This is an optimization exercise on Yosys and OpenROAD, whose aim is small area, not a production implementation. Only simulation tests tie the RTL to the original design; equivalence was not proved. No run shown here takes its clock network from TritonCTS; it comes from the design's own scripts or RTL. The clock input has no modelled driver; a real chip could not lean on it and would need a root buffer or a full tree. Power figures rest on the tool's default switching activity, not on a simulated workload.

[flow/design.v]
module jtsf_objdraw(
    input              rst,
    input              clk,
    input              draw_cen,
    input              HINIT,
    input       [ 7:0] VF,
    input              flip,
    output reg  [ 4:0] objcnt,
    output reg  [ 3:0] pxlcnt,
    input       [15:0] objbuf_data,
    output reg  [16:0] obj_addr,
    input       [15:0] obj_data,
    input              rom_ok,
    output             HINIT_draw,
    output             rom_wait,
    output reg         draw_over,
    output reg  [ 8:0] posx,
    output reg  [ 3:0] pospal,
    output reg  [ 3:0] new_pxl
);
localparam [8:0] XOUT = 9'h1F0;
reg last, pending, over, wait_latch;
assign HINIT_draw = pending;
assign rom_wait   = !rom_ok | wait_latch;
wire [ 9:0] cnt_cur = { over, objcnt, pxlcnt };
wire [10:0] cnt_cy;
wire [ 9:0] cnt_inc;
assign cnt_cy[0] = 1'b1;
genvar gi;
generate for( gi=0; gi<10; gi=gi+1 ) begin : g_cnt
    assign cnt_inc[gi]  = cnt_cur[gi] ^ cnt_cy[gi];
    assign cnt_cy[gi+1] = cnt_cur[gi] & cnt_cy[gi];
end endgenerate
wire c_run = draw_cen & !pending & !rst;      
wire c_inc = c_run & !draw_over & !rom_wait;  
wire c_hld = (!rst & !draw_cen) | (c_run & !draw_over & rom_wait);
wire o_hld = (!rst & !draw_cen) | (c_run & (draw_over | rom_wait));
always @(posedge clk) begin
    last       <= !rst & HINIT;
    pending    <= !rst & ((HINIT & !last) | (!draw_cen & pending));
    { objcnt, pxlcnt } <= ({9{c_inc}} & cnt_inc[8:0]) | ({9{c_hld}} & { objcnt, pxlcnt });
    over       <= (c_inc & cnt_inc[9]) | (o_hld & over);
    draw_over  <= rst | (c_run & over & (pxlcnt[2:0]==3'd6)) |
                  (!rst & !(draw_cen & pending) & draw_over);
    wait_latch <= (c_run & !rom_ok) | (!rst & !draw_cen & wait_latch);
end
wire adv = draw_cen & !rom_wait;
reg  [10:0] sr;      
reg  [ 3:0] vr;      
reg         vinzone, hflip, hflip2, jmp, xo, add1, add16;
reg  [ 3:0] objpal;
reg  [15:0] planes;
wire [ 7:0] vfm;
wire [ 7:1] vfm_cy;
assign vfm_cy[1] = ~flip;
assign vfm[0]    = VF[0];
generate for( gi=1; gi<8; gi=gi+1 ) begin : g_vfm
    assign vfm[gi] = VF[gi] ^ vfm_cy[gi];
    if( gi<7 ) begin : g_c
        assign vfm_cy[gi+1] = VF[gi] & vfm_cy[gi];
    end
end endgenerate
wire [ 7:0] nvfm = ~vfm;
wire [ 7:0] ydat = objbuf_data[7:0];
wire [ 8:0] vs_cy;
wire [ 7:0] Vsum;
assign vs_cy[0] = 1'b1;
generate for( gi=0; gi<8; gi=gi+1 ) begin : g_vsum
    assign Vsum[gi]    = ydat[gi] ^ nvfm[gi] ^ vs_cy[gi];
    assign vs_cy[gi+1] = (ydat[gi] & nvfm[gi]) | (vs_cy[gi] & (ydat[gi] ^ nvfm[gi]));
end endgenerate
wire [11:0] id_cy;
wire [10:0] idsum;
assign id_cy[0] = add1;
generate for( gi=0; gi<11; gi=gi+1 ) begin : g_id
    if( gi==4 ) begin : g_fa
        assign idsum[gi]   = sr[gi] ^ add16 ^ id_cy[gi];
        assign id_cy[gi+1] = (sr[gi] & add16) | (id_cy[gi] & (sr[gi] ^ add16));
    end else begin : g_ha
        assign idsum[gi]   = sr[gi] ^ id_cy[gi];
        assign id_cy[gi+1] = sr[gi] & id_cy[gi];
    end
end endgenerate
wire [10:0] idalt = { idsum[10:5], idsum[3], idsum[4], idsum[2:0] };
always @(posedge clk) if( adv ) begin
    case( pxlcnt )
        4'd0, 4'd3: sr <= objbuf_data[10:0];
        4'd1: begin
            vr[3:1] <= { objbuf_data[9], objbuf_data[10],
                         objbuf_data[10] & (objbuf_data[8] ^ objbuf_data[15]) };
            hflip   <= objbuf_data[8];
            objpal  <= objbuf_data[3:0];
        end
        4'd2: begin
            vr      <= Vsum[3:0] ^ {4{~vr[3]}};
            vinzone <= vr[2] ? &Vsum[7:5] : &Vsum[7:4];
            add16   <= vr[2] & (~vr[3] ^ Vsum[4]);
            add1    <= vr[1];
        end
        default:;
    endcase
end
wire [ 9:0] px_cy;
wire [ 8:0] posx_inc;
assign px_cy[0] = 1'b1;
generate for( gi=0; gi<9; gi=gi+1 ) begin : g_px
    assign posx_inc[gi] = posx[gi] ^ px_cy[gi];
    assign px_cy[gi+1]  = posx[gi] & px_cy[gi];
end endgenerate
wire       load7 = pxlcnt==4'd7;
wire        oa_ld  = adv & (pxlcnt==4'd3);
wire        oa_new = oa_ld & vinzone & !rst;
wire        oa_hld = !oa_ld & !rst;
wire        ob_ld  = adv & (pxlcnt[1:0]==2'd3);
wire        ob_new = ob_ld & vinzone & !rst;
wire        ob_hld = !ob_ld & !rst;
always @(posedge clk) begin
    obj_addr[16:2] <= ({15{oa_new}} & { idalt, vr }) | ({15{oa_hld}} & obj_addr[16:2]);
    obj_addr[ 1:0] <= ({ 2{ob_new}} & (pxlcnt[3:2] ^ {2{hflip}})) | ({2{ob_hld}} & obj_addr[1:0]);
end
wire        px_out = rst | (adv & (xo | (jmp & !vinzone)));
wire        px_obj = adv & !rst & !xo & jmp & vinzone;
wire        px_inc = adv & !rst & !xo & !jmp;
wire        px_hld = !adv & !rst;
wire [ 8:0] posx_nx = ({9{px_out}} & XOUT) | ({9{px_obj}} & sr[8:0]) |
                      ({9{px_inc}} & posx_inc) | ({9{px_hld}} & posx);
wire        pp_new = adv & jmp & !rst;
wire        pp_hld = !(adv & jmp) & !rst;
wire [ 3:0] pospal_nx = ({4{pp_new}} & objpal) | ({4{pp_hld}} & pospal);
wire        pl_set = rst | (draw_cen & draw_over);
wire        pl_adv = adv & !draw_over;
wire        pl_ld  = pl_adv & (pxlcnt[1:0]==2'd3);
wire        pl_sh  = pl_adv & (pxlcnt[1:0]!=2'd3);
wire        pl_shr = pl_sh & hflip2;
wire        pl_shl = pl_sh & !hflip2;
wire        pl_hld = !pl_adv;
wire [15:0] pl_left  = { planes[14:12], 1'b0, planes[10:8], 1'b0,
                         planes[ 6: 4], 1'b0, planes[ 2:0], 1'b0 };
wire [15:0] pl_right = { 1'b0, planes[15:13], 1'b0, planes[11:9],
                         1'b0, planes[ 7: 5], 1'b0, planes[ 3:1] };
wire [15:0] planes_nx = {16{pl_set}} | ({16{pl_ld}} & obj_data) |
                        ({16{pl_shl}} & pl_left) | ({16{pl_shr}} & pl_right) |
                        ({16{pl_hld}} & planes);
wire [ 3:0] pxl_out = hflip2 ? { planes[0], planes[4], planes[ 8], planes[12] }
                             : { planes[3], planes[7], planes[11], planes[15] };
wire [ 3:0] newpxl_nx = {4{rst}} | ({4{adv}} & pxl_out) | ({4{!adv}} & new_pxl);
always @(posedge clk) begin
    posx    <= posx_nx;
    pospal  <= pospal_nx;
    planes  <= planes_nx;
    new_pxl <= newpxl_nx;
end
wire        h2_ld = pl_adv & load7;
always @(posedge clk) begin
    hflip2 <= !rst & ((h2_ld & hflip) | (!h2_ld & hflip2));
    jmp    <= !rst & ((adv & !draw_over & load7) | (!adv & jmp));
    xo     <= rst | (draw_cen & draw_over) | (!adv & xo);
end
endmodule
[flow/flow/run.sh]
#!/bin/bash
# Standard layout (the standard.sh: standard synthesis, floorplan, placement,
# routing, finish) with two changes:
#  - port buffers use the smallest buffer cell (buf_1)
#  - the clock tree is built by cts_multi.tcl: the clock port drives four clock
#    buffers, each for one group of nearby registers (balanced k-means on the
#    placed register positions), placed at the centre of its group. It replaces
#    the clock_tree_synthesis call of the standard CTS step; the rest of that
#    step (timing repair, legalisation) runs unchanged.
# All tool output goes to standard.log here and to the ORFS logs under orfs/logs.
HERE=$(cd "$(dirname "$0")" && pwd)
export BUFFER_PORTS_ARGS="-buffer_cell sky130_fd_sc_hd__buf_1"
export PRE_CTS_TCL="$HERE/cts_multi.tcl"
export PRE_GLOBAL_ROUTE_TCL="$HERE/pre_grt.tcl"
export PRE_GLOBAL_PLACE_TCL="$HERE/pre_gpl.tcl"
export CTS_LEAVES=4
export CTS_SLACK_N=0
export CTS_LEAF_BUF=sky130_fd_sc_hd__buf_12
export CTS_ROOT_BUF=
bash standard.sh > standard.log 2>&1
[flow/flow/cts_multi.tcl]
proc clock_tree_synthesis { args } {
  set block [ord::get_db_block]
  set dbu [$block getDbUnitsPerMicron]
  set k $::env(CTS_LEAVES)
  set pts {}
  foreach pin [get_pins -hierarchical */CLK] {
    set inst [[sta::sta_to_db_pin $pin] getInst]
    set bb [$inst getBBox]
    lappend pts [list $pin [expr { ([$bb xMin] + [$bb xMax]) / 2.0 / $dbu }] \
                           [expr { ([$bb yMin] + [$bb yMax]) / 2.0 / $dbu }]]
  }
  set n [llength $pts]
  # initial centres: spread along the sorted x+y order
  set sorted [lsort -real -index 1 $pts]
  set cen {}
  for { set c 0 } { $c < $k } { incr c } {
    set p [lindex $sorted [expr { int(($c + 0.5) * $n / $k) }]]
    lappend cen [list [lindex $p 1] [lindex $p 2]]
  }
  set cap [expr { int(ceil(double($n) / $k)) + ($::env(CTS_SLACK_N)) }]
  for { set it 0 } { $it < 50 } { incr it } {
    # balanced assignment: each point to nearest centre with room left
    set cnt {}
    for { set c 0 } { $c < $k } { incr c } { lappend cnt 0 }
    set order {}
    foreach p $pts {
      set best 1e18
      foreach cc $cen {
        set d [expr { abs([lindex $p 1] - [lindex $cc 0]) + abs([lindex $p 2] - [lindex $cc 1]) }]
        if { $d < $best } { set best $d }
      }
      lappend order [list $p $best]
    }
    set asg {}
    foreach e [lsort -real -decreasing -index 1 $order] {
      set p [lindex $e 0]
      set best 1e18
      set bc 0
      for { set c 0 } { $c < $k } { incr c } {
        if { [lindex $cnt $c] >= $cap } { continue }
        set cc [lindex $cen $c]
        set d [expr { abs([lindex $p 1] - [lindex $cc 0]) + abs([lindex $p 2] - [lindex $cc 1]) }]
        if { $d < $best } { set best $d; set bc $c }
      }
      lset cnt $bc [expr { [lindex $cnt $bc] + 1 }]
      lappend asg [list $p $bc]
    }
    set ncen {}
    for { set c 0 } { $c < $k } { incr c } {
      set sx 0.0; set sy 0.0; set m 0
      foreach a $asg {
        if { [lindex $a 1] == $c } {
          set sx [expr { $sx + [lindex $a 0 1] }]
          set sy [expr { $sy + [lindex $a 0 2] }]
          incr m
        }
      }
      if { $m > 0 } { lappend ncen [list [expr { $sx / $m }] [expr { $sy / $m }]] } else { lappend ncen [lindex $cen $c] }
    }
    set cen $ncen
  }
  for { set c 0 } { $c < $k } { incr c } {
    set pins {}
    foreach a $asg { if { [lindex $a 1] == $c } { lappend pins [lindex $a 0 0] } }
    if { [llength $pins] == 0 } { continue }
    set cc [lindex $cen $c]
    puts "clock buffer $c: $::env(CTS_LEAF_BUF), [llength $pins] registers, at ($cc)"
    insert_buffer -buffer_cell $::env(CTS_LEAF_BUF) -net clk -load_pins $pins \
      -location $cc -buffer_name clkleaf_$c
  }
  if { [info exists ::env(CTS_ROOT_BUF)] && $::env(CTS_ROOT_BUF) ne "" } {
    # one root buffer between the clock port and the group buffers
    set sx 0.0; set sy 0.0
    foreach cc $cen { set sx [expr { $sx + [lindex $cc 0] }]; set sy [expr { $sy + [lindex $cc 1] }] }
    set rc [list [expr { $sx / $k }] [expr { $sy / $k }]]
    puts "clock root buffer: $::env(CTS_ROOT_BUF) at ($rc)"
    insert_buffer -buffer_cell $::env(CTS_ROOT_BUF) -net clk -location $rc -buffer_name clkroot
    foreach it [[$block findNet clk] getITerms] {
      foreach ot [[$it getInst] getITerms] {
        if { [$ot isOutputSignal] && [$ot getNet] ne "NULL" } { [$ot getNet] setSigType CLOCK }
      }
    }
  }
  foreach it [[$block findNet clk] getITerms] {
    foreach ot [[$it getInst] getITerms] {
      if { [$ot isOutputSignal] && [$ot getNet] ne "NULL" } { [$ot getNet] setSigType CLOCK }
    }
  }
  set_propagated_clock [all_clocks]
}
[flow/flow/pre_gpl.tcl]
# Before global placement: remove the buffers synthesis inserted (the
# standard flow does this only for timing-driven placement, which is off
# here); the resizer step after placement repairs slew and capacitance.
remove_buffers
[flow/flow/pre_grt.tcl]
# Before global routing: downsize gates that synthesis sized up but that have
# timing slack to spare (OpenROAD's power recovery). The global-route step
# that follows repairs slew, capacitance and timing as usual.
if { [env_var_exists_and_non_empty DONT_USE_CELLS] } {
  set_dont_use $::env(DONT_USE_CELLS)
}
estimate_parasitics -placement
repair_timing -recover_power 100 -verbose
[flow/standard.sh]
#!/bin/bash
# synth_recipe.tcl (not shown) runs the flow's synth.tcl, then flattens the netlist and writes it again
# the make line also repeats each setting of config.mk as NAME=value (left out here)
make -C /OpenROAD-flow-scripts/flow DESIGN_CONFIG=/design/flow/config.mk WORK_HOME=/design/flow/orfs CLKGATE_MAP_FILE= SYNTH_SCRIPT=/design/flow/synth_recipe.tcl "${@:-finish}"
[flow/config.mk]
export PLATFORM = sky130hd
export DESIGN_NAME = jtsf_objdraw
export DESIGN_NICKNAME = jtsf_objdraw
export VERILOG_FILES = /design/flow/design.v
export SDC_FILE = /design/flow/constraint.sdc
export NUM_CORES = 4
export LEC_CHECK = 0
export CAP_MARGIN = 20
export CORE_MARGIN = 2
export CORE_UTILIZATION = 65
export GPL_TIMING_DRIVEN = 0
export PLACE_DENSITY = 0.85
export SLEW_MARGIN = 20
[flow/constraint.sdc]
create_clock -name core_clock -period 8.0 [get_ports {clk}]
set_input_delay 1.6000 -clock core_clock [delete_from_list [all_inputs] [get_ports {clk}]]
set_output_delay 1.6000 -clock core_clock [all_outputs]
set_load 0.01 [all_outputs]
==> results.yml, run 1 <==
run_status:
  status: "finished clean"
clock_tree:
  postCtsSetupRepairBufs: 0
  clock_latency_ns: 0.13
  clk_pin_slew_ns: 0.09
  cts_resized: 0
  ctsHoldBuffers: 0
timing:
  tns_ns: 0
  post-route-period-util: 0.619
  period_needed_ns: 4.96
  rsz0062_at_grt: "no"
  max_freq_mhz: 202
  hold_violations: 0
  slew-limit-headroom: 0.371
  worst-slew-pin-transition_ns: 0.943
  setup_violations: 0
  maxSlewViolCount: 0
  fin_skew_ns: 0.0118
  fin_hold_ws_ns: 0.460
setup_path:
  cp-start-kind: "input port"
  cp_data_required_time_ns: 7.89
  crit_fanout: 3
  crit_chain: "buf_1 -> inv_1 -> ha_1 -> inv_1 -> fa_1 -> inv_1 -> fa_1 -> inv_1 -> fa_1 -> inv_1 -> fa_1 -> fa_1 -> fa_1 -> xnor2_1 -> xnor2_1 -> a2111oi_0"
  critPathSlowestCell: "fa_1"
  end_kind: "flip-flop"
  cp_top_family: "adder cells"
  cp.buffers_inverters: 6
  cp_slowest_stage_delay_ns: 0.43
  crit_arrival_ns: 4.84
  crit_top_cell: "fa_1"
  critical_path_class: "in2reg"
logic_synthesis:
  synthesis.nets: 478
  seq_area_frac_synth: 0.490
  ys_ff_latch: 90
  synthCells: 391
  yosysWarnings: 1
  syn_area_sq_um: 4150
  synth_cell_types: 49
  synth-main-ff-cell: "dfxtp_1"
  ys_async_sr_fraction: 0
  syn_avg_cell_area_sq_um: 10.6
  synth_edf_count: 23
routing:
  wl_per_cell_um: 15.9
  dr.first_iter.drc_count: 243
  vias_per_cell: 6.01
  antenna_left: 0
  vias: 3250
  routed_wl_mm: 8.58
  drc: 0
  drtPass1Iterations: 5
finish:
  final_cell_mix: "buf_1 (85), dfxtp_1 (67), nand3_1 (42)"
  synthToLayoutAreaGrowth_pct: 10.2
  antenna_cells: 0
  final_common_cell: "buf_1"
  nNetsFinal: 553
  drive_gt1_frac: 0.0323
global_route:
  grt_max_degree: 33
  grt_overflow: 0
  grt_first_pass_wirelength_mm: 14.1
  grtUsageTotal: 0.237
  antenna_found_initial: 0
  first_global_vias: 2998
floorplan:
  chipWidth_um: 83.9
  fp-row-count: 29
  coreArea_sq_um: 6280
  design.portCount: 92
  die_y_um: 83.9
  start_util: 0.661
  dieArea_sq_um: 7040
flow_run:
  maxCapViolCount: 0
power_and_ir_drop:
  p_leak_nw: 1.87
  p_per_area_nw_per_um2: 164
  ir_worst_vdd_mv: 0.191
placed_design:
  gp_congestion: 0.895
  io_buffers: 87
  dp_hpwl_mm: 6.41
worst_hold_path:
  hold_class: "reg2reg"
worst paths after layout:
path | startpoint | end | slack, ns | depth (start not counted)
setup / recovery | objbuf_data[0] | vinzone | 3.04 | 16
hold / removal | vr[1] | add1 | 0.46 | 0
setup reg to reg | pxlcnt[1] | over | 4.96 | 10
hold reg to reg | vr[1] | add1 | 0.46 | 0
synth_stat cells, types with 2 or more instances:
cell type	instances	area share
buf_1	3	0.0027
mux2i_1	6	0.014
xnor2_1	5	0.011
xor2_1	7	0.015
a222oi_1	3	0.0072
buf_2	7	0.0084
a211o_1	4	0.0084
inv_1	19	0.017
nor2b_1	3	0.0045
nand3_1	42	0.051
fa_1	7	0.034
a221oi_1	8	0.017
nand2b_1	3	0.0045
nand4_1	3	0.0045
dfxtp_1	67	0.32
nor2_1	17	0.015
nand4b_1	2	0.0042
a21oi_1	19	0.023
o21ai_0	7	0.0084
ha_1	34	0.10
nand2_1	38	0.034
nor4_1	2	0.0030
a31oi_1	6	0.0090
clkbuf_1	9	0.0081
a22o_1	23	0.049
edfxtp_1	23	0.17
buf_4	2	0.0036
kinds of logic (layout without fill, tap and decap cells):
group | count (synthesis) | count (layout) | synth area share
AOI/OAI and AO/OA | 77 | 77 | 0.135
xor gates and xnor gates | 12 | 12 | 0.0253
adders and majority gates | 41 | 41 | 0.136
buffers and inverters | 41 | 114 | 0.0428
DFF | 90 | 90 | 0.490
muxes | 7 | 7 | 0.0172
and+or+nand+nor | 123 | 123 | 0.153
registers in the layout (all words and copies together) (netlist names), 4 cells and up:
| register | count |
|---|---|
| obj_addr | 17 |
| pospal | 4 |
| objpal | 4 |
| pxlcnt | 4 |
| vr | 4 |
| sr | 11 |
| new_pxl | 4 |
| posx | 9 |
| objcnt | 5 |
| planes | 16 |
through the flow:
step	setup slack, ns	cells	utilization	area, sq um	total power [W]
2_1_floorplan	3.30	391	-	4150	0.000535
5_1_grt	2.77	541	0.728	4570	0.000773
4_1_cts	2.93	539	0.732	4590	0.000750
6_report	3.04	541	0.728	4570	0.000748
3_5_place_dp	2.81	535	0.719	4510	0.000560
3_3_place_gp	2.85	533	0.712	4470	0.000555
layer usage:
metal | vias up | wire, um | share of wire | global-route usage
met1 | 1551 | 3890 | 0.45 | 0.347
met2 | 116 | 4100 | 0.48 | 0.400
met5 | - | 0 | 0 | 0
met4 | 0 | 99 | 0.012 | 0.0293
met3 | 10 | 502 | 0.058 | 0.0178
li1 | 1573 | - | - | -
layout make-up, clock buffers not listed:
| type | count | area (sq um) |
|---|---|---|
| fill | 460 | 1710 |
| inverter | 19 | 71.3 |
| multi-input combinational | 260 | 1940 |
| sequential | 90 | 2030 |
| tap | 77 | 96.3 |
| timing repair buffer | 91 | 352 |
report_power, final:
group | switching (W) | total, W | internal (W) | leakage (nW)
Combinational | 0.0000404 | 0.0000680 | 0.0000276 | 1.08
Clock | 0.000118 | 0.000200 | 0.0000815 | 0.0376
Sequential | 0.00000623 | 0.000480 | 0.000474 | 0.754
Total | 0.000165 | 0.000748 | 0.000583 | 1.87
==> inputs of run 2 (changes only) <==
--- a/flow/flow/run.sh
+++ b/flow/flow/run.sh
@@ -15,5 +15,4 @@
 export PRE_GLOBAL_PLACE_TCL="$HERE/pre_gpl.tcl"
-export CTS_LEAVES=4
-export CTS_SLACK_N=0
-export CTS_LEAF_BUF=sky130_fd_sc_hd__buf_12
+export CTS_LEAF_BUFS="sky130_fd_sc_hd__buf_12 sky130_fd_sc_hd__buf_12 sky130_fd_sc_hd__buf_8 sky130_fd_sc_hd__buf_8"
+export CTS_LEAF_WEIGHTS="0.096 0.096 0.069 0.069"
 export CTS_ROOT_BUF=
--- a/flow/flow/cts_multi.tcl
+++ b/flow/flow/cts_multi.tcl
@@ -3,3 +3,5 @@
   set dbu [$block getDbUnitsPerMicron]
-  set k $::env(CTS_LEAVES)
+  set bufs $::env(CTS_LEAF_BUFS)
+  set wts $::env(CTS_LEAF_WEIGHTS)
+  set k [llength $bufs]
   set pts {}
@@ -19,3 +21,6 @@
   }
-  set cap [expr { int(ceil(double($n) / $k)) + ($::env(CTS_SLACK_N)) }]
+  set wsum 0.0
+  foreach w $wts { set wsum [expr { $wsum + $w }] }
+  set caps {}
+  foreach w $wts { lappend caps [expr { int(ceil($n * $w / $wsum)) }] }
   for { set it 0 } { $it < 50 } { incr it } {
@@ -39,3 +44,3 @@
       for { set c 0 } { $c < $k } { incr c } {
-        if { [lindex $cnt $c] >= $cap } { continue }
+        if { [lindex $cnt $c] >= [lindex $caps $c] } { continue }
         set cc [lindex $cen $c]
@@ -66,4 +71,4 @@
     set cc [lindex $cen $c]
-    puts "clock buffer $c: $::env(CTS_LEAF_BUF), [llength $pins] registers, at ($cc)"
-    insert_buffer -buffer_cell $::env(CTS_LEAF_BUF) -net clk -load_pins $pins \
+    puts "clock buffer $c: [lindex $bufs $c], [llength $pins] registers, at ($cc)"
+    insert_buffer -buffer_cell [lindex $bufs $c] -net clk -load_pins $pins \
       -location $cc -buffer_name clkleaf_$c
--- a/flow/config.mk
+++ b/flow/config.mk
@@ -7,3 +7,3 @@
 export LEC_CHECK = 0
-export CAP_MARGIN = 20
+export CAP_MARGIN = 10
 export CORE_MARGIN = 2
@@ -12,2 +12,2 @@
 export PLACE_DENSITY = 0.85
-export SLEW_MARGIN = 20
+export SLEW_MARGIN = 10
==> run 2 against run 1 <==
Largest cell class unchanged. Sequential power is essentially flat. Clock power shrank 9.5%. Global-route usage shrank 0.69 points. Critical endpoint unchanged. Design area shrank 0.38%. Via count is essentially flat. Still clean on timing, DRC and antenna. Cell count shrank 0.18%. Wire length shrank 1.6%. Sequential cell count is the same. Total power shrank 2.6%.
==> results.yml, run 2 <==
logic_synthesis:
  synth-main-ff-cell: "dfxtp_1"
  synth_edf_count: 23
  yosysWarnings: 1
  syn_area_sq_um: 4150
  synth_top_area_share: 0.323
  synth.most_common_cell: "dfxtp_1"
  ys_ff_latch: 90
  seq_area_frac_synth: 0.490
  synthTopCellsByArea: "dfxtp_1 (32%), edfxtp_1 (17%), ha_1 (10%)"
  synth_cell_types: 49
  ys_async_sr_fraction: 0
  synthCells: 391
  yosys.area.top_type: "dfxtp_1"
  synthesis.nets: 478
  synth_common_cells: "dfxtp_1 (67), nand3_1 (42), nand2_1 (38)"
  syn_avg_cell_area_sq_um: 10.6
finish:
  final_common_cell: "buf_1"
  synthToLayoutAreaGrowth_pct: 9.74
  final_cell_mix: "buf_1 (85), dfxtp_1 (67), nand3_1 (42)"
  top_regs: "obj_addr x17, planes x16, sr x11"
  antenna_cells: 0
  finalNonFillerCells: 540
  largest_register: "obj_addr"
  n_fill_cell: 476
  stdcell_area_sq_um: 4550
  drive_gt1_frac: 0.0302
  nNetsFinal: 552
  largest_reg_flops: 17
worst_hold_path:
  hold_class: "reg2reg"
power_and_ir_drop:
  pwr-share-comb: 0.093
  p_per_area_nw_per_um2: 160
  p_seq_frac: 0.659
  switching_share: 0.217
  pwr-share-clk: 0.248
  p_int_w: 0.000571
  p_switching_w: 0.000158
  p_leak_nw: 1.86
  ir_worst_vdd_mv: 0.138
clock_tree:
  ctsHoldBuffers: 0
  clock_latency_ns: 0.14
  postCtsSetupRepairBufs: 0
  cts_resized: 0
  clk_pin_slew_ns: 0.10
floorplan:
  design.portCount: 92
  die_y_um: 83.9
  chipWidth_um: 83.9
  start_util: 0.661
  dieArea_sq_um: 7040
  coreArea_sq_um: 6280
  fp-row-count: 29
setup_path:
  r2r_start: "pxlcnt[1]"
  crit_arrival_ns: 4.85
  worstSetupEndpoint: "vinzone"
  crit_fanout: 3
  reg2regPathDepth: 10
  cp-start-kind: "input port"
  end_kind: "flip-flop"
  r2r_end: "over"
  cp_data_required_time_ns: 7.90
  reg2reg_slack_ns: 4.95
  critical_path_class: "in2reg"
  cp-startpoint: "objbuf_data[0]"
global_route:
  grtUsageTotal: 0.230
  first_global_vias: 2977
  antenna_found_initial: 0
  grt_max_degree: 33
  grt_first_pass_wirelength_mm: 13.8
  grt_overflow: 0
timing:
  setup_violations: 0
  period_needed_ns: 4.94
  tns_ns: 0
  hold_violations: 0
  post-route-period-util: 0.618
  maxSlewViolCount: 0
  worst-slew-pin-transition_ns: 0.970
  max_freq_mhz: 202
  rsz0062_at_grt: "no"
  fin_skew_ns: 0.00915
  setup_ws_ns: 3.06
  slew-limit-headroom: 0.353
placed_design:
  dp_slack_ns: 2.81
  place_inst: 535
  gp_congestion: 0.895
  dp_hpwl_mm: 6.40
  place_area_sq_um: 4510
  io_buffers: 87
flow_run:
  maxCapViolCount: 0
routing:
  routed_wl_mm: 8.44
  dr.first_iter.drc_count: 201
  drtPass1Iterations: 6
  antenna_left: 0
  drc: 0
  wl_per_cell_um: 15.6
  vias_per_cell: 6.02
  vias: 3249
run_status:
  status: "finished clean"
==> run 2: cell counts after synthesis <==
Identical to the previous run, type by type.
==> run 2: cell families (layout without fill, tap and decap cells) <==
group,after synthesis,in the layout,synth area share
flops,90,90,0.490
simple gates,123,123,0.153
xor+xnor,12,12,0.0253
fa+ha+maj,41,41,0.136
compound gates,77,77,0.135
buf+inv,41,113,0.0428
mux,7,7,0.0172
==> run 2: cell type report, clock buffers not listed <==
| cell class | count | area [sq um] | share of cell area |
|---|---|---|---|
| Inverter | 19 | 71.3 | 0.0157 |
| Multi-Input combinational cell | 260 | 1940 | 0.426 |
| Sequential cell | 90 | 2030 | 0.446 |
| Tap cell | 77 | 96.3 | 0.0212 |
| Timing Repair Buffer | 90 | 344 | 0.0755 |
==> run 2: layer usage <==
layer / part of all wire / wire [um] / global-route usage
met1: 0.46 / 3870 / 0.345
met2: 0.47 / 3970 / 0.377
met3: 0.058 / 486 / 0.0168
met4: 0.014 / 117 / 0.0337
met5: 0 / 0 / 0
==> run 2: worst min-delay path by stage <==
| stage | to | cells past startpoint | startpoint | slack, ns |
|---|---|---|---|---|
| final | add1 | 0 | vr[1] | 0.47 |
| after CTS | pospal[2] | 2 | pospal[2] | 0.47 |
| after global placement | add1 | 0 | vr[1] | 0.44 |
| after global routing | add1 | 0 | vr[1] | 0.49 |
| after detailed placement | add1 | 0 | vr[1] | 0.45 |
| after floorplan | add1 | 0 | vr[1] | 0.43 |
==> run 2: power by group through the flow <==
stage	Sequential, W	Clock [W]	Combinational (W)
finish	0.000480	0.000181	0.0000679
global placement	0.000490	0	0.0000644
global route	0.000481	0.000196	0.0000767
floorplan	0.000490	0	0.0000453
detailed placement	0.000491	0	0.0000689
CTS	0.000480	0.000184	0.0000691
==> run 2: worst max-delay path, cell delays in order <==
cell and delay, ns:
buf_1 0.16, inv_1 0.07, ha_1 0.17, inv_1 0.07
fa_1 0.17, inv_1 0.06, fa_1 0.38, inv_1 0.08
fa_1 0.16, inv_1 0.05, fa_1 0.42, fa_1 0.43
fa_1 0.42, xnor2_1 0.15, xnor2_1 0.12, a2111oi_0 0.34
==> run 2: through the flow <==
stage / hold WS [ns] / power, W / utilization
2_1_floorplan: 0.427 / 0.000535 / -
3_3_place_gp: 0.436 / 0.000555 / 0.712
5_1_grt: 0.485 / 0.000753 / 0.726
6_report: 0.471 / 0.000729 / 0.726
4_1_cts: 0.470 / 0.000733 / 0.729
3_5_place_dp: 0.447 / 0.000560 / 0.718
==> inputs of run 3 (changes only) <==
--- a/flow/config.mk
+++ b/flow/config.mk
@@ -7,3 +7,3 @@
 export LEC_CHECK = 0
-export CAP_MARGIN = 10
+export CAP_MARGIN = 0
 export CORE_MARGIN = 2
@@ -12,2 +12,2 @@
 export PLACE_DENSITY = 0.85
-export SLEW_MARGIN = 10
+export SLEW_MARGIN = 0
==> run 3 against run 2 <==
Worst setup slack worse by 0.0019 ns. Sequential cell count stayed put. Clock power hardly changed. Combinational power hardly changed. Largest cell class unchanged. Via count is 0.31% lower. Core utilization is 0.22 points lower. Cell count is 0.56% lower. Synthesized cell count stayed put. Register-to-register slack hardly changed. Critical path depth stayed put.
==> results.yml, run 3 <==
placed_design:
  gp_congestion: 0.895
  place_area_sq_um: 4490
  io_buffers: 87
  place_inst: 533
  dp_hpwl_mm: 6.35
setup_path:
  cp.buffers_inverters: 6
  crit_fanout: 3
  cp-startpoint: "objbuf_data[0]"
  reg2reg_slack_ns: 4.96
  end_kind: "flip-flop"
  critPathSlowestCell: "fa_1"
  reg2regPathDepth: 10
  critical_path_class: "in2reg"
  cp_slowest_stage_delay_ns: 0.43
  r2r_start: "pxlcnt[1]"
  cp-start-kind: "input port"
  crit_arrival_ns: 4.85
  r2r_end: "over"
  crit_chain: "buf_1 -> inv_1 -> ha_1 -> inv_1 -> fa_1 -> inv_1 -> fa_1 -> inv_1 -> fa_1 -> inv_1 -> fa_1 -> fa_1 -> fa_1 -> xnor2_1 -> xnor2_1 -> a2111oi_0"
  cp_top_family: "adder cells"
  crit_top_cell: "fa_1"
  cp_data_required_time_ns: 7.90
routing:
  drc: 0
  wl_per_cell_um: 16.0
  vias_per_cell: 6.03
  drtPass1Iterations: 5
  antenna_left: 0
  routed_wl_mm: 8.57
  dr.first_iter.drc_count: 218
  vias: 3239
global_route:
  grtUsageMet2: 0.378
  grtUsageTotal: 0.231
  antenna_found_initial: 0
  grt_overflow: 0
  grt.met1_usage: 0.347
  first_global_vias: 2956
  use_met3: 0.0178
  top_usage_layer: "met2"
  grt_max_degree: 33
  grt_first_pass_wirelength_mm: 13.8
floorplan:
  start_util: 0.661
  die_y_um: 83.9
  chipWidth_um: 83.9
  fp-row-count: 29
  design.portCount: 92
  dieArea_sq_um: 7040
  coreArea_sq_um: 6280
finish:
  n_fill_cell: 485
  final_common_cell: "buf_1"
  largest_reg_flops: 17
  largest_register: "obj_addr"
  stdcell_area_sq_um: 4540
  antenna_cells: 0
  drive_gt1_frac: 0.0239
  synthToLayoutAreaGrowth_pct: 9.41
  finalNonFillerCells: 537
  utilization: 0.723
  nNetsFinal: 549
  final_cell_mix: "buf_1 (85), dfxtp_1 (67), nand3_1 (42)"
  top_regs: "obj_addr x17, planes x16, sr x11"
timing:
  post-route-period-util: 0.618
  fin_skew_ns: 0.0116
  setup_violations: 0
  slew-limit-headroom: 0.142
  worst-slew-pin-transition_ns: 1.28
  hold_violations: 0
  max_freq_mhz: 202
  period_needed_ns: 4.95
  maxSlewViolCount: 0
  tns_ns: 0
  rsz0062_at_grt: "no"
clock_tree:
  ctsHoldBuffers: 0
  clk_pin_slew_ns: 0.10
  clock_latency_ns: 0.14
  cts_resized: 0
  postCtsSetupRepairBufs: 0
logic_synthesis:
  syn_area_sq_um: 4150
  yosys.area.top_type: "dfxtp_1"
  seq_area_frac_synth: 0.490
  synth.most_common_cell: "dfxtp_1"
  synth-main-ff-cell: "dfxtp_1"
  ys_ff_latch: 90
  synthesis.nets: 478
  synthCells: 391
  synth_edf_count: 23
  synth_common_cells: "dfxtp_1 (67), nand3_1 (42), nand2_1 (38)"
  yosysWarnings: 1
  synth_top_area_share: 0.323
  synth_cell_types: 49
  syn_avg_cell_area_sq_um: 10.6
  synthTopCellsByArea: "dfxtp_1 (32%), edfxtp_1 (17%), ha_1 (10%)"
  ys_async_sr_fraction: 0
power_and_ir_drop:
  p_per_area_nw_per_um2: 161
  p_leak_nw: 1.85
  ir_worst_vdd_mv: 0.141
worst_hold_path:
  min_from: "vr[1]"
  holdPathEnd: "add1"
  whs_path_depth: 0
  hold_class: "reg2reg"
flow_run:
  maxCapViolCount: 0
run_status:
  status: "finished clean"
==> run 3: changes by cell type in the layout (fill, tap and decap cells not counted), sizes merged <==
cell | previous run | this run
buf | 91 | 89
clkbuf | 3 | 2
==> run 3: cell type report, clock buffers not listed <==
type | instances | area [sq um] | share of cell area
sequential | 90 | 2030 | 0.448
inverter | 19 | 71.3 | 0.0157
multi-input combinational | 260 | 1940 | 0.428
timing repair buffer | 87 | 328 | 0.0722
tap | 77 | 96.3 | 0.0212
==> run 3: cell families after synthesis <==
group                    share of synthesized area
buffers and inverters                       0.0428
AND/OR/NAND/NOR                              0.153
XOR/XNOR                                    0.0253
flip-flops                                   0.490
AO/OA/AOI/OAI                                0.135
adder cells (fa/ha/maj)                      0.136
multiplexers                                0.0172
==> run 3: per-stage QoR <==
stage / worst slack [ns] / total power (W) / hold WS [ns]
2_1_floorplan: 3.30 / 0.000535 / 0.427
3_3_place_gp: 2.85 / 0.000555 / 0.436
3_5_place_dp: 2.80 / 0.000559 / 0.447
4_1_cts: 2.95 / 0.000732 / 0.468
5_1_grt: 2.77 / 0.000753 / 0.487
6_report: 3.05 / 0.000729 / 0.470
==> run 3: worst max-delay path by stage <==
stage,cells after the start,end,slack [ns]
after floorplan,15,vinzone,3.30
after global placement,16,vinzone,2.85
after detailed placement,16,vinzone,2.80
after CTS,16,vinzone,2.95
after global routing,16,vinzone,2.77
final,16,vinzone,3.05
==> run 3: per-layer routing <==
layer	wire length [um]	vias to the layer above
met5	0	-
met4	95	0
met3	596	14
met2	4080	129
met1	3800	1540
li1	-	1556
==> run 3: worst reg2reg max path: cells and delay by family (launching register included) <==
family / cells / cell delay, ns
adders and majority gates: 8 / 1.99
AOI/OAI and AO/OA: 1 / 0.13
and+or+nand+nor: 1 / 0.44
DFF: 1 / 0.42
==> run 3: power by group <==
group	internal, W	switching [W]
clock	0.0000695	0.000111
sequential	0.000474	0.00000670
combinational	0.0000277	0.0000401
total	0.000571	0.000158
==> inputs of run 4 (changes only) <==
--- a/flow/flow/run.sh
+++ b/flow/flow/run.sh
@@ -14,3 +14,2 @@
 export PRE_GLOBAL_ROUTE_TCL="$HERE/pre_grt.tcl"
-export PRE_GLOBAL_PLACE_TCL="$HERE/pre_gpl.tcl"
 export CTS_LEAF_BUFS="sky130_fd_sc_hd__buf_12 sky130_fd_sc_hd__buf_12 sky130_fd_sc_hd__buf_8 sky130_fd_sc_hd__buf_8"
--- a/flow/config.mk
+++ b/flow/config.mk
@@ -7,7 +7,6 @@
 export LEC_CHECK = 0
-export CAP_MARGIN = 0
+export CAP_MARGIN = 20
 export CORE_MARGIN = 2
 export CORE_UTILIZATION = 65
-export GPL_TIMING_DRIVEN = 0
 export PLACE_DENSITY = 0.85
-export SLEW_MARGIN = 0
+export SLEW_MARGIN = 20
removed: flow/flow/pre_gpl.tcl
==> run 4 against run 3 <==
Still clean on timing, DRC and antenna. Cell count up 1.1%. Via count down 0.22%. Die area is the same. First-iteration DRC count is 22% lower. Wire length is 3.5% higher. Worst setup slack lost 0.0037 ns. Synthesized cell count unchanged. Clock skew grew 0.0039 ns. Design area rose by 0.50%. Critical endpoint unchanged.
==> results.yml, run 4 <==
finish:
  synthToLayoutAreaGrowth_pct: 9.95
  drive_gt1_frac: 0.0300
  final_cell_mix: "buf_1 (86), dfxtp_1 (67), nand3_1 (42)"
  final_common_cell: "buf_1"
  top_regs: "obj_addr x17, planes x16, sr x11"
  antenna_cells: 0
  register_area_sq_um: 2030
  n_fill_cell: 486
  nNetsFinal: 555
  multi_input_area_sq_um: 1930
  finalNonFillerCells: 543
  largest_register: "obj_addr"
  utilization: 0.727
  largest_reg_flops: 17
setup_path:
  critPathSlowestCell: "fa_1"
  cp-start-kind: "input port"
  cp_data_required_time_ns: 7.91
  critical_path_class: "in2reg"
  end_kind: "flip-flop"
  cp.buffers_inverters: 6
  crit_arrival_ns: 4.86
  cp_slowest_stage_delay_ns: 0.44
  crit_top_cell: "fa_1"
  cp_top_family: "adder cells"
  crit_chain: "buf_1 -> inv_1 -> ha_1 -> inv_1 -> fa_1 -> inv_1 -> fa_1 -> inv_1 -> fa_1 -> inv_1 -> fa_1 -> fa_1 -> fa_1 -> xnor2_1 -> xnor2_1 -> a2111oi_0"
  crit_fanout: 1
routing:
  wl_per_cell_um: 16.3
  topRoutingLayerUsed: "met4"
  dr.first_iter.drc_count: 169
  antenna_left: 0
  routed_wl_mm: 8.87
  wl_met3_um: 578
  drc: 0
  wl_met2_mm: 4.38
  drtPass1Iterations: 5
  vias: 3232
  met1_length_mm: 3.80
  vias_per_cell: 5.95
timing:
  period_needed_ns: 4.95
  max_freq_mhz: 202
  worst-slew-pin-transition_ns: 0.977
  fin_skew_ns: 0.0155
  post-route-period-util: 0.619
  tns_ns: 0
  setup_violations: 0
  hold_violations: 0
  rsz0062_at_grt: "no"
  maxSlewViolCount: 0
  slew-limit-headroom: 0.346
logic_synthesis:
  synthCells: 391
  synth-main-ff-cell: "dfxtp_1"
  synthesis.nets: 478
  synth_edf_count: 23
  syn_area_sq_um: 4150
  synth_cell_types: 49
  ys_async_sr_fraction: 0
  seq_area_frac_synth: 0.490
  synthTopCellsByArea: "dfxtp_1 (32%), edfxtp_1 (17%), ha_1 (10%)"
  synth.most_common_cell: "dfxtp_1"
  yosys.area.top_type: "dfxtp_1"
  synth_top_area_share: 0.323
  syn_avg_cell_area_sq_um: 10.6
  synth_common_cells: "dfxtp_1 (67), nand3_1 (42), nand2_1 (38)"
  ys_ff_latch: 90
  yosysWarnings: 1
floorplan:
  dieArea_sq_um: 7040
  coreArea_sq_um: 6280
  chipWidth_um: 83.9
  start_util: 0.661
  die_y_um: 83.9
  design.portCount: 92
  fp-row-count: 29
placed_design:
  gp_congestion: 0.873
  io_buffers: 87
  place_inst: 537
  dp_hpwl_mm: 6.56
global_route:
  grt_overflow: 0
  first_global_vias: 3111
  grt_first_pass_wirelength_mm: 14.6
  grt_max_degree: 33
  grtUsageTotal: 0.247
  antenna_found_initial: 0
clock_tree:
  postCtsSetupRepairBufs: 0
  clock_latency_ns: 0.14
  ctsHoldBuffers: 0
  clk_pin_slew_ns: 0.11
  cts_resized: 0
run_status:
  status: "finished clean"
power_and_ir_drop:
  p_per_area_nw_per_um2: 161
  ir_worst_vdd_mv: 0.171
  p_leak_nw: 1.87
  power.total_w: 0.000736
flow_run:
  maxCapViolCount: 0
worst_hold_path:
  hold_class: "reg2reg"
[run 4: path summary, 6_finish.rpt]
kind	start	to	slack, ns	cells after the start
min reg2reg	vr[1]	add1	0.46	0
min	vr[1]	add1	0.46	0
max	flip	vinzone	3.05	16
max reg2reg	pxlcnt[1]	over	4.99	10
[run 4: power breakdown]
part,internal (W),switching (W)
Clock,0.0000695,0.000117
Combinational,0.0000281,0.0000405
Sequential,0.000474,0.00000637
[run 4: stage by stage]
step / hold WS, ns / instance area [sq um] / setup WS [ns]
final: 0.461 / 4560 / 3.05
after global routing: 0.490 / 4560 / 2.79
after CTS: 0.470 / 4570 / 3.05
after detailed placement: 0.451 / 4500 / 2.90
after global placement: 0.436 / 4500 / 3.00
after floorplan: 0.427 / 4150 / 3.30
[run 4: cells by family (layout without fill, tap and decap cells)]
kind of cell	count (synthesis)	in the layout	share of synthesized area
adder cells (fa/ha/maj)	41	41	0.136
flip-flops	90	90	0.490
buffers and inverters	41	116	0.0428
XOR/XNOR	12	12	0.0253
AND/OR/NAND/NOR	123	123	0.153
AO/OA/AOI/OAI	77	77	0.135
multiplexers	7	7	0.0172
[run 4: worst reg2reg max path, delay by kind of cell (launching register included)]
kind                     cells  cell delay, ns
AO/OA/AOI/OAI                1            0.13
flip-flops                   1            0.43
AND/OR/NAND/NOR              1            0.43
adder cells (fa/ha/maj)      8            1.96
[run 4: layer usage]
metal / GRT usage / vias to the layer above
met2: 0.421 / 120
met1: 0.347 / 1533
li1: - / 1569
met4: 0.0469 / 0
met3: 0.0237 / 10
met5: 0 / -
[run 4: layout make-up, clock buffers not listed]
type	instances	area share
tap	77	0.0211
inverter	19	0.0156
sequential	90	0.445
multi-input combinational	260	0.423
timing repair buffer	93	0.0801
==> inputs of run 5 (changes only) <==
==> flow/flow/run.sh (replaced) <==
#!/bin/bash
# Layout flow: the standard.sh (standard synthesis unchanged, then the
# standard ORFS floorplan, placement, CTS step, routing and finish), with
# these changes, all made through ORFS variables and step hooks:
#  - port buffers use the smallest buffer cell (buf_1); every port still
#    gets its buffer
#  - cts_multi.tcl replaces the clock_tree_synthesis call of the standard CTS
#    step: the clock port drives four clock buffers (two buf_12, two buf_8),
#    each driving the clock pins of one group of nearby registers (k-means on
#    the placed register positions, group sizes in proportion to the buffer
#    strengths) from the centre of its group. The rest of the CTS step (timing
#    repair, legalisation) runs unchanged.
#  - pre_grt.tcl: before global routing, gates with timing slack are sized
#    down (OpenROAD power recovery); the global-route step then repairs
#    slew, capacitance and timing as usual
# make's output goes to standard.log here; each ORFS step writes its own log
# under orfs/logs.
HERE=$(cd "$(dirname "$0")" && pwd)
export BUFFER_PORTS_ARGS="-buffer_cell sky130_fd_sc_hd__buf_1"
export PRE_GLOBAL_PLACE_TCL="$HERE/pre_gpl.tcl"
export PRE_CTS_TCL="$HERE/cts_multi.tcl"
export PRE_GLOBAL_ROUTE_TCL="$HERE/pre_grt.tcl"
export CTS_LEAF_BUFS="sky130_fd_sc_hd__buf_12 sky130_fd_sc_hd__buf_12 sky130_fd_sc_hd__buf_8 sky130_fd_sc_hd__buf_8"
export CTS_LEAF_WEIGHTS="0.096 0.096 0.069 0.069"
export CTS_ROOT_BUF=
bash standard.sh > standard.log 2>&1
--- a/flow/flow/cts_multi.tcl
+++ b/flow/flow/cts_multi.tcl
@@ -14,3 +14,3 @@
   set n [llength $pts]
-  # initial centres: spread along the sorted x+y order
+  # initial centres: spread along the registers sorted by x
   set sorted [lsort -real -index 1 $pts]
==> flow/flow/pre_gpl.tcl (new file) <==
# Before global placement: remove the buffers synthesis inserted (the
# standard flow does this only for timing-driven placement, which is off
# here); the resizer step after placement repairs slew and capacitance.
remove_buffers
--- a/flow/config.mk
+++ b/flow/config.mk
@@ -7,6 +7,7 @@
 export LEC_CHECK = 0
-export CAP_MARGIN = 20
+export CAP_MARGIN = 0
 export CORE_MARGIN = 2
 export CORE_UTILIZATION = 65
+export GPL_TIMING_DRIVEN = 0
 export PLACE_DENSITY = 0.85
-export SLEW_MARGIN = 20
+export SLEW_MARGIN = 0
==> run 5 against run 4 <==
Sequential share of layout area increased by 0.22 points. Clock skew decreased by 0.0039 ns. Via count increased by 0.22%. Die area unchanged. Fmax about the same. Area after synthesis unchanged. Critical path depth unchanged. Sequential power about the same.
==> results.yml, run 5 <==
power_and_ir_drop:
  power.total_w: 0.000729
  pwr-share-comb: 0.093
  switching_share: 0.217
  ir_worst_vdd_mv: 0.141
  p_switching_w: 0.000158
  p_per_area_nw_per_um2: 161
  p_seq_frac: 0.659
  pwr-share-clk: 0.248
  p_int_w: 0.000571
  p_leak_nw: 1.85
timing:
  max_freq_mhz: 202
  worst-slew-pin-transition_ns: 1.28
  post-route-period-util: 0.618
  slew-limit-headroom: 0.142
  hold_violations: 0
  tns_ns: 0
  period_needed_ns: 4.95
  setup_ws_ns: 3.05
  maxSlewViolCount: 0
  rsz0062_at_grt: "no"
  setup_violations: 0
  fin_skew_ns: 0.0116
logic_synthesis:
  synth-main-ff-cell: "dfxtp_1"
  synthesis.nets: 478
  synth_edf_count: 23
  syn_avg_cell_area_sq_um: 10.6
  synthCells: 391
  synth.most_common_cell: "dfxtp_1"
  synth_top_area_share: 0.323
  ys_async_sr_fraction: 0
  yosys.area.top_type: "dfxtp_1"
  synth_cell_types: 49
  yosysWarnings: 1
  syn_area_sq_um: 4150
  ys_ff_latch: 90
  synth_common_cells: "dfxtp_1 (67), nand3_1 (42), nand2_1 (38)"
  seq_area_frac_synth: 0.490
  synthTopCellsByArea: "dfxtp_1 (32%), edfxtp_1 (17%), ha_1 (10%)"
routing:
  antenna_left: 0
  vias: 3239
  vias_per_cell: 6.03
  dr.first_iter.drc_count: 218
  drc: 0
  routed_wl_mm: 8.57
  drtPass1Iterations: 5
  wl_per_cell_um: 16.0
finish:
  final_common_cell: "buf_1"
  largest_register: "obj_addr"
  final_cell_mix: "buf_1 (85), dfxtp_1 (67), nand3_1 (42)"
  register_area_sq_um: 2030
  n_fill_cell: 485
  synthToLayoutAreaGrowth_pct: 9.41
  antenna_cells: 0
  finalNonFillerCells: 537
  top_regs: "obj_addr x17, planes x16, sr x11"
  drive_gt1_frac: 0.0239
  largest_reg_flops: 17
  multi_input_area_sq_um: 1940
  nNetsFinal: 549
global_route:
  grt_first_pass_wirelength_mm: 13.8
  antenna_found_initial: 0
  first_global_vias: 2956
  grtUsageTotal: 0.231
  grt_overflow: 0
  grt_max_degree: 33
setup_path:
  cp-startpoint: "objbuf_data[0]"
  critical_path_class: "in2reg"
  end_kind: "flip-flop"
  r2r_start: "pxlcnt[1]"
  crit_arrival_ns: 4.85
  cp-start-kind: "input port"
  crit_fanout: 3
  cp_data_required_time_ns: 7.90
placed_design:
  io_buffers: 87
  gp_congestion: 0.895
  dp_slack_ns: 2.80
  place_inst: 533
  dp_hpwl_mm: 6.35
worst_hold_path:
  hold_class: "reg2reg"
  min_from: "vr[1]"
run_status:
  status: "finished clean"
floorplan:
  coreArea_sq_um: 6280
  dieArea_sq_um: 7040
  design.portCount: 92
  chipWidth_um: 83.9
  fp-row-count: 29
  start_util: 0.661
  die_y_um: 83.9
clock_tree:
  cts_resized: 0
  ctsHoldBuffers: 0
  clock_latency_ns: 0.14
  clk_pin_slew_ns: 0.10
  postCtsSetupRepairBufs: 0
flow_run:
  maxCapViolCount: 0
==> run 5: metal layers <==
layer / track usage / share of wire / vias to the layer above
met5: 0 / 0 / -
met4: 0.0352 / 0.011 / 0
li1: - / - / 1556
met2: 0.378 / 0.48 / 129
met1: 0.347 / 0.44 / 1540
met3: 0.0178 / 0.070 / 14
==> run 5: cell families (layout without fill, tap and decap cells) <==
group	after synthesis	after routing	synth area share
AO/OA/AOI/OAI	77	77	0.135
XOR/XNOR	12	12	0.0253
adder cells (fa/ha/maj)	41	41	0.136
buffers and inverters	41	110	0.0428
flip-flops	90	90	0.490
multiplexers	7	7	0.0172
AND/OR/NAND/NOR	123	123	0.153
==> run 5: power groups by stage <==
stage / registers [W] / clock network (W) / logic (W)
CTS: 0.000480 / 0.000183 / 0.0000686
detailed placement: 0.000491 / 0 / 0.0000685
finish: 0.000481 / 0.000181 / 0.0000679
floorplan: 0.000490 / 0 / 0.0000453
global route: 0.000481 / 0.000195 / 0.0000766
global placement: 0.000490 / 0 / 0.0000644
==> run 5: through the flow <==
step / hold slack [ns] / instance area [sq um] / util
after floorplan: 0.427 / 4150 / -
after global placement: 0.436 / 4470 / 0.712
after detailed placement: 0.447 / 4490 / 0.715
after CTS: 0.468 / 4560 / 0.726
after global routing: 0.487 / 4540 / 0.723
final: 0.470 / 4540 / 0.723
==> run 5: final timing paths <==
| check | to | slack (ns) | depth (start not counted) |
|---|---|---|---|
| max | vinzone | 3.05 | 16 |
| min | add1 | 0.47 | 0 |
| max reg2reg | over | 4.96 | 10 |
| min reg2reg | add1 | 0.47 | 0 |
==> run 5: final cells by class, clock buffers not listed <==
type / count / area share
inverter: 19 / 0.0157
multi-input combinational: 260 / 0.428
sequential: 90 / 0.448
tap: 77 / 0.0212
timing repair buffer: 87 / 0.0722
==> run 5: worst max-delay path, cell delays in order <==
cell and delay, ns:
buf_1 0.16, inv_1 0.07, ha_1 0.17, inv_1 0.07, fa_1 0.17, inv_1 0.06, fa_1 0.38, inv_1 0.08
fa_1 0.17, inv_1 0.05, fa_1 0.41, fa_1 0.43, fa_1 0.41, xnor2_1 0.18, xnor2_1 0.09, a2111oi_0 0.34
==> inputs of run 6 (changes only) <==
==> flow/flow/pre_grt.tcl (replaced) <==
# Before global routing: size combinational gates down to their smallest
# drive strength where synthesis chose a larger one, then let OpenROAD's
# power recovery size down gates with timing slack to spare. The
# global-route step that follows repairs slew, capacitance and timing as
# usual (upsizing or buffering where a smaller gate is too weak).
if { [env_var_exists_and_non_empty DONT_USE_CELLS] } {
  set_dont_use $::env(DONT_USE_CELLS)
}
foreach inst [[ord::get_db_block] getInsts] {
  set master [$inst getMaster]
  if { [$master isSequential] } { continue }
  set m [$master getName]
  if { [regexp {^(sky130_fd_sc_hd__[a-z0-9]+)_([0-9]+)$} $m -> base drv] && $drv > 1 } {
    if { [string match "*buf*" $base] } { continue }
    set cell [get_lib_cells -quiet ${base}_1]
    if { $cell eq "" } { continue }
    puts "size down [$inst getName]: $m -> ${base}_1"
    replace_cell [get_cells [$inst getName]] $cell
  }
}
estimate_parasitics -placement
repair_timing -recover_power 100 -verbose
==> run 6 against run 5 <==
Area after synthesis is the same. First-iteration DRC count grew 6.0%. Global-route usage is essentially flat. Largest power group unchanged.
==> results.yml, run 6 <==
finish:
  utilization: 0.723
  largest_reg_flops: 17
  largest_register: "obj_addr"
  n_fill_cell: 485
  synthToLayoutAreaGrowth_pct: 9.41
  antenna_cells: 0
  nNetsFinal: 549
  top_regs: "obj_addr x17, planes x16, sr x11"
  stdcell_area_sq_um: 4540
  drive_gt1_frac: 0.0217
  final_common_cell: "buf_1"
  final_cell_mix: "buf_1 (85), dfxtp_1 (67), nand3_1 (42)"
  finalNonFillerCells: 537
power_and_ir_drop:
  p_leak_nw: 1.85
  ir_worst_vdd_mv: 0.140
  p_per_area_nw_per_um2: 160
global_route:
  antenna_found_initial: 0
  grt_max_degree: 33
  grt_first_pass_wirelength_mm: 13.8
  grtUsageTotal: 0.231
  first_global_vias: 2963
  grt_overflow: 0
timing:
  rsz0062_at_grt: "no"
  max_freq_mhz: 202
  period_needed_ns: 4.95
  slew-limit-headroom: 0.148
  fin_skew_ns: 0.0116
  post-route-period-util: 0.619
  hold_violations: 0
  maxSlewViolCount: 0
  setup_ws_ns: 3.05
  setup_violations: 0
  tns_ns: 0
  worst-slew-pin-transition_ns: 1.27
logic_synthesis:
  synth.most_common_cell: "dfxtp_1"
  ys_ff_latch: 90
  syn_avg_cell_area_sq_um: 10.6
  synth_cell_types: 49
  synthMuxAreaShare: 0.0172
  synth-main-ff-cell: "dfxtp_1"
  yosys.area_share.simple: 0.153
  synth_compound_area_frac: 0.135
  synth_edf_count: 23
  synth_top_family_by_area: "simple AND/OR/NAND/NOR gates"
  yosys.area.top_type: "dfxtp_1"
  seq_area_frac_synth: 0.490
  synthTopCellsByArea: "dfxtp_1 (32%), edfxtp_1 (17%), ha_1 (10%)"
  synth_top_area_share: 0.323
  synth_common_cells: "dfxtp_1 (67), nand3_1 (42), nand2_1 (38)"
  ys_async_sr_fraction: 0
  synth_adder_area_share: 0.136
  synthCells: 391
  synthesis.nets: 478
  syn_area_sq_um: 4150
  synth_xor_area_frac: 0.0253
  yosysWarnings: 1
clock_tree:
  postCtsSetupRepairBufs: 0
  ctsHoldBuffers: 0
  clock_latency_ns: 0.14
  cts_resized: 0
  clk_pin_slew_ns: 0.10
placed_design:
  place_area_sq_um: 4490
  io_buffers: 87
  place_inst: 533
  dp_hpwl_mm: 6.35
  gp_congestion: 0.895
  dp_slack_ns: 2.80
setup_path:
  reg2regPathDepth: 10
  crit_arrival_ns: 4.85
  r2r_end: "over"
  critPathSlowestCell: "fa_1"
  reg2reg_slack_ns: 4.97
  cp_data_required_time_ns: 7.90
  crit_chain: "buf_1 -> inv_1 -> ha_1 -> inv_1 -> fa_1 -> inv_1 -> fa_1 -> inv_1 -> fa_1 -> inv_1 -> fa_1 -> fa_1 -> fa_1 -> xnor2_1 -> xnor2_1 -> a2111oi_0"
  crit_fanout: 3
  critical_path_class: "in2reg"
  cp-start-kind: "input port"
  crit_top_cell: "fa_1"
  r2r_start: "pxlcnt[1]"
  end_kind: "flip-flop"
  cp_slowest_stage_delay_ns: 0.43
flow_run:
  maxCapViolCount: 0
floorplan:
  fp-row-count: 29
  design.portCount: 92
  start_util: 0.661
  coreArea_sq_um: 6280
  dieArea_sq_um: 7040
  die_y_um: 83.9
  chipWidth_um: 83.9
routing:
  drtPass1Iterations: 5
  drc: 0
  wl_per_cell_um: 15.8
  vias: 3252
  routed_wl_mm: 8.48
  antenna_left: 0
  vias_per_cell: 6.06
  dr.first_iter.drc_count: 231
worst_hold_path:
  hold_class: "reg2reg"
  min_from: "vr[1]"
  whs_path_depth: 0
  holdPathEnd: "add1"
run_status:
  status: "finished clean"
## run 6: changes by cell type in the layout (fill, tap and decap cells not counted)
cell / before / now
mux2_1: 0 / 1
mux2_2: 1 / 0
## run 6: area by class of cell, clock buffers not listed
class	instances	area, sq um	share of cell area
repair buffers	87	328	0.0722
inverters	19	71.3	0.0157
flip-flops and latches	90	2030	0.448
well taps	77	96.3	0.0212
multi-input cells	260	1940	0.428
## run 6: logic make-up after synthesis
logic type	count (synthesis)
xor+xnor	12
flops	90
fa+ha+maj	41
compound gates	77
buf+inv	41
mux	7
simple gates	123
## run 6: worst max-delay path by stage
stage          cells after the start      startpoint  endpoint
2_1_floorplan                     15            flip   vinzone
3_3_place_gp                      16  objbuf_data[0]   vinzone
3_5_place_dp                      16  objbuf_data[0]   vinzone
4_1_cts                           16  objbuf_data[0]   vinzone
5_1_grt                           16  objbuf_data[0]   vinzone
6_report                          16  objbuf_data[0]   vinzone
## run 6: stage by stage
stage	hold WS, ns	power (W)
finish	0.470	0.000728
global route	0.487	0.000753
CTS	0.468	0.000732
detailed placement	0.447	0.000559
global placement	0.436	0.000555
floorplan	0.427	0.000535
## run 6: report_power, final
part	total (W)	switching [W]	internal (W)	leakage, nW
registers	0.000480	0.00000661	0.000474	0.754
clock network	0.000180	0.000110	0.0000695	0.0336
logic	0.0000677	0.0000400	0.0000277	1.07
total	0.000728	0.000157	0.000571	1.85
## run 6: worst max-delay path: cells and delay by family
family                     cells  cell delay, ns
buffers and inverters          6            0.49
adders and majority gates      7            2.14
xor gates and xnor gates       2            0.27
AOI/OAI and AO/OA              1            0.35
## run 6: routing by layer
layer  routed length (um)  vias up  part of all wire  GRT usage
met5                    0        -                 0          0
met4                   95        0             0.011     0.0367
met3                  582       13             0.069     0.0178
met2                 4040      127              0.48      0.379
met1                 3760     1551              0.44      0.346
li1                     -     1561                 -          -

what the ideal ports hide:
The results above use ideal ports. As a check the final layouts listed here were re-extracted and re-timed, cells and wires unchanged.
Step 1 assumes that a clkbuf_16 drives the clock port and a buf_2 every other input.
Step 2 adds t to the input delays and takes it off the output delays; t is the mean of the earliest and latest rising clock arrival at the registers after step 1. Input paths then give back, and output paths get back, about the clock's delay inside the block.
a / b / c = no drivers / after step 1 / after step 2; a / b = the first two.
| run | shift t [ns] | setup WS [ns] | worst setup path after step 2 | clock arrival spread, ns | pins driven straight from the clock port |
|---|---|---|---|---|---|
| run 1 | 0.203 | 3.045 / 3.098 / 2.895 | input to register | 0.012 / 0.012 | 4 |
| run 2 | 0.206 | 3.056 / 3.106 / 2.900 | input to register | 0.009 / 0.010 | 4 |
| run 3 | 0.204 | 3.054 / 3.103 / 2.899 | input to register | 0.012 / 0.012 | 4 |
| run 4 | 0.213 | 3.050 / 3.104 / 2.891 | input to register | 0.016 / 0.016 | 4 |
| run 5 | 0.204 | 3.054 / 3.103 / 2.899 | input to register | 0.012 / 0.012 | 4 |
| run 6 | 0.205 | 3.051 / 3.100 / 2.895 | input to register | 0.012 / 0.012 | 4 |
After both steps every run listed still meets setup and hold. For run 4, which loses most, drivers alone change the setup slack by +0.054 ns; drivers and shift together by -0.159 ns.
